What follows belongs to an exercise in optimizing a design on an open flow for small area, a short achievable clock period and few clock cycles per item; a production flow would make more cautious choices.
Only simulation tests tie the RTL to the original design; equivalence was not proved.
Power figures rest on the tool's default switching activity, not on a simulated workload.

==> indigo <==
==> flow/design.v (excerpt) <==
module wallace_multi (
    input clk,
    input rst,
    input [15:0] a,
    input [15:0] b,
    output reg [31:0] p,
    output reg done
);
export LEC_CHECK = 0
export CAP_MARGIN = 20
export CORE_MARGIN = 2
export CORE_UTILIZATION = 60
export SETUP_SLACK_MARGIN = 1.6
export SLEW_MARGIN = 20
export SYNTH_HIERARCHICAL = 1
create_clock -name core_clock -period 4.0 [get_ports {clk}]
standard.sh (not shown) runs the stock make flow with config.mk's settings and CLKGATE_MAP_FILE= SYNTH_SCRIPT=/design/flow/synth_recipe.tcl, a recipe that flattens the netlist after the stock synthesis.
==> flow/flow/run.sh <==
#!/bin/bash
set -euo pipefail
export BUFFER_PORTS_ARGS="-buffer_cell sky130_fd_sc_hd__buf_2"
bash standard.sh finish > orfs_make.log 2>&1
==> inputs of nickel, as changes to indigo <==
- CORE_UTILIZATION: 60 -> 40
==> impl_metrics.tcl <==
set metrics [dict create \
    fmaxAchievable_mhz 404 \
    routed-via-count 6717 \
    final_area_um2 12600 \
    initial_utilization_pct 61.2 \
    detail_route.wl_per_cell_um 19.0 \
    dp.cells 1141 \
    result_of_the_run "finished clean" \
    syn_to_final_growth_pct 14.8 \
    cts_resized 15 \
    timing.final.crit_period_ps 2480 \
]
[end of results for indigo]
==> impl_metrics.tcl <==
set metrics [dict create \
    syn_to_final_growth_pct 17.0 \
    timing.final.crit_period_ps 2400 \
    final_area_um2 12900 \
    result_of_the_run "finished clean" \
    dp.cells 1253 \
    cts_resized 16 \
]
[end of results for nickel]
Testbench counts of indigo, summed over its fixed seeds: cycles 16,024, items 16,000.
Testbench counts of nickel, summed over its fixed seeds: cycles 16,024, items 16,000.

==> inputs of v38 <==
wallace_multi, a different RTL version from the one above (not shown whole).
Settings: LEC_CHECK=0, CAP_MARGIN=20, CORE_MARGIN=2, CORE_UTILIZATION=40, CTS_BUF_LIST=sky130_fd_sc_hd__clkbuf_8, CTS_CLUSTER_DIAMETER=80, CTS_CLUSTER_SIZE=16, SETUP_SLACK_MARGIN=2.2, SLEW_MARGIN=20, SYNTH_HIERARCHICAL=1; clock period 4.0 ns.
Scripts as last shown in full above: flow/flow/run.sh
==> v39 (differences from v38) <==
- CORE_UTILIZATION: 40 -> 55
- SETUP_SLACK_MARGIN: 2.2 -> 2.0
==> qor summary <==
Source-to-sink clock delay at the later pin of the worst-skew pair: v38 0.58 ns; v39 0.57 ns
Via count of the first global-routing pass: v38 7529; v39 7507
Met2 wire length: v38 12.05 mm; v39 11.18 mm
Hold Path Sink: v38 r45; v39 r47
Total die area: v38 0.03328 mm²; v39 0.02439 mm²
Post-route total power: v38 10.07 mW; v39 9.619 mW
Maximum frequency from static timing analysis: v38 0.5118 GHz; v39 0.5111 GHz
Outcome: v38 no timing/DRC/antenna violations; v39 no timing/DRC/antenna violations
Combinational share of power: v38 0.347; v39 0.324
Post-detailed-placement cell area: v38 0.01363 mm²; v39 0.01347 mm²
Fraction of area in multi-input gates: v38 0.4332; v39 0.4406
FF+latch area: v38 0.006639 mm²; v39 0.006533 mm²
GR Util met2: v38 0.2649; v39 0.3382
Met3 global-route usage: v38 0.02475; v39 0.03389
Die boundary height: v38 182.4 µm; v39 156.2 µm
Testbench counts of v38, summed over its fixed seeds: cycles 16,032, items 16,000.
Testbench counts of v39, summed over its fixed seeds: cycles 16,032, items 16,000.

==> inputs of v29 <==
wallace_multi with an RTL version that a note above also has.
Settings: LEC_CHECK=0, CAP_MARGIN=20, CORE_MARGIN=2, CORE_UTILIZATION=40, CTS_BUF_LIST=sky130_fd_sc_hd__clkbuf_8, CTS_CLUSTER_DIAMETER=80, CTS_CLUSTER_SIZE=16, SETUP_SLACK_MARGIN=1.6, SLEW_MARGIN=20, SYNTH_HIERARCHICAL=1; clock period 4.0 ns.
Scripts as last shown in full above: flow/flow/run.sh
==> inputs of v34, as changes to v29 <==
- CTS_BUF_LIST: sky130_fd_sc_hd__clkbuf_8 -> sky130_fd_sc_hd__clkbuf_4
- CTS_CLUSTER_DIAMETER: 80 -> 60
- CTS_CLUSTER_SIZE: 16 -> 10
==> impl_metrics.csv <==
group,metric,value,unit
layout,multi_input_area_share,50.9,%
power_and_ir_drop,clk-power,1160,uW
grt,grt_pass1_wl,37700,um
timing,relSlewSlack,54.7,%
status,status,"no timing/DRC/antenna violations",
worst_setup_path,slowest_delay,0.44,ns
timing,fin_skew,0.0117,ns
detailed_routing,dr_wl_met2,10300,um
cts,clk_latency,0.53,ns
timing,fin_crit,2.41,ns
grt,grt_use_total,16.6,%
layout,utilization,45.6,%
(the above is from v29)
==> impl_metrics.csv <==
group,metric,value,unit
status,status,"no timing/DRC/antenna violations",
timing,timing.final.max_slew_violations,0,
logic_synthesis,synth_cell_types,31,
cts,clk_latency,0.70,ns
layout,dominant_cells,"multi-input gates",
timing,fin_skew,0.0283,ns
layout,top_register,"p",
timing,relSlewSlack,50.8,%
die,start_util,40.8,%
grt,grt_pass1_wl,38000,um
layout,multi_input_area_share,50.3,%
worst_setup_path,slowest_delay,0.46,ns
cts,clock_path_buffers,3,
layout,utilization,46.0,%
timing,fin_crit,2.43,ns
worst_setup_path,cp-start-kind,"flop",
grt,grt_overflow,0,
layout,bufAreaShareNonClock,3.82,%
timing,hold_ws,0.202,ns
grt,top_usage_layer,"met2",
(the above is from v34)
Testbench counts of v29, summed over its fixed seeds: cycles 16,024, items 16,000.
Testbench counts of v34, summed over its fixed seeds: cycles 16,024, items 16,000.

==> job 4320: inputs <==
Starting RTL as in the previous note.
Settings: LEC_CHECK=0, CAP_MARGIN=20, CORE_MARGIN=2, CORE_UTILIZATION=40, CTS_BUF_LIST=sky130_fd_sc_hd__clkbuf_4, SETUP_SLACK_MARGIN=1.6, SLEW_MARGIN=20, SYNTH_HIERARCHICAL=1; clock period 4.0 ns.
Scripts as last shown in full above: flow/flow/run.sh
==> job 4781: changes against job 4320 <==
- CTS_BUF_LIST: sky130_fd_sc_hd__clkbuf_4 -> sky130_fd_sc_hd__clkbuf_8
- CTS_CLUSTER_SIZE: not set -> 30
==> comparison <==
Sequential share of layout area: job 4320 is higher than job 4781 (0.42 points). Via count: job 4320 is larger than job 4781 (1.9%). Register-to-register slack is about the same in job 4781 and job 4320. Between job 4781 and job 4320, the lower combinational power is in job 4781 (gap about 1%, measured against job 4320). Of job 4320 and job 4781, job 4320 has the higher final cell count (gap 2.6%, measured against job 4781). In job 4781 the non-clock buffer count is lower than in job 4320, by 1. Between job 4320 and job 4781, the lower clock power is in job 4320 (gap 20%, measured against job 4781). Die area is the same in job 4320 and job 4781. Synthesized cell count is the same in job 4781 and job 4320.
==> figures <==
quantity	job 4781	job 4320
Result of the run	no timing/DRC/antenna violations	no timing/DRC/antenna violations
Area used by multi-input combinational logic	0.00623 mm2	0.00625 mm2
Ant diodes	0	1
Post-route worst hold slack	0.0787 ns	0.217 ns
Routed wire length	23.5 mm	23.5 mm
Net switching power	0.00367 W	0.00364 W
Critical path data required time	4.42 ns	4.57 ns
Cell area power density	840 mW/mm2	817 mW/mm2
Clock buffer count in the final layout	51	85
Final area over synthesized area	1.169x	1.155x
Seq pwr share	0.360	0.375
Detailed route wirelength on metal2	10.6 mm	10.8 mm
Antenna violations before repair	0	1
Overall fraction of global-route tracks in use	0.170	0.169
Post-route non-filler standard cell count	1,325	1,360
Number of inserted filler cells in the final layout	2,424	2,462
Vias post-DR	6,676	6,802
Area fraction of clock buffers and clock inverters	0.0713	0.0582
Maximum achievable frequency	415 MHz	414 MHz
Testbench counts of job 4320, summed over its fixed seeds: cycles 16,024, items 16,000.
Testbench counts of job 4781, summed over its fixed seeds: cycles 16,024, items 16,000.

-- port drivers added, routing unchanged --
How much do the figures lean on ideal ports? The routed layouts below were timed once more, with nothing changed but the port constraints. Step 1: set_driving_cell puts a clkbuf_16 on clk and a buf_2 on each other input, an assumption about the parent block. Step 2 also shifts input and output timing later by t, the mid clock arrival at the registers, as if the neighbouring blocks saw the same clock. Slacks: ideal / step 1 / step 2; pairs: ideal / step 1.
run	t (ns)	setup slack, ns	worst slew at a driven data input, ns	cell pins on the clock port's net
indigo	0.558	1.525 / 1.525 / 1.525	0.04	1
nickel	0.563	1.595 / 1.595 / 1.595	0.04	1
v38	0.609	2.046 / 2.046 / 2.046	0.05	1
v39	0.609	2.043 / 2.043 / 2.043	0.04	1
v29	0.569	1.591 / 1.591 / 1.591	0.04	1
v34	0.728	1.573 / 1.573 / 1.573	0.04	1
job 4320	0.704	1.587 / 1.587 / 1.587	0.04	1
job 4781	0.561	1.592 / 1.592 / 1.592	0.04	1
After both steps setup and hold are still met in every run listed.
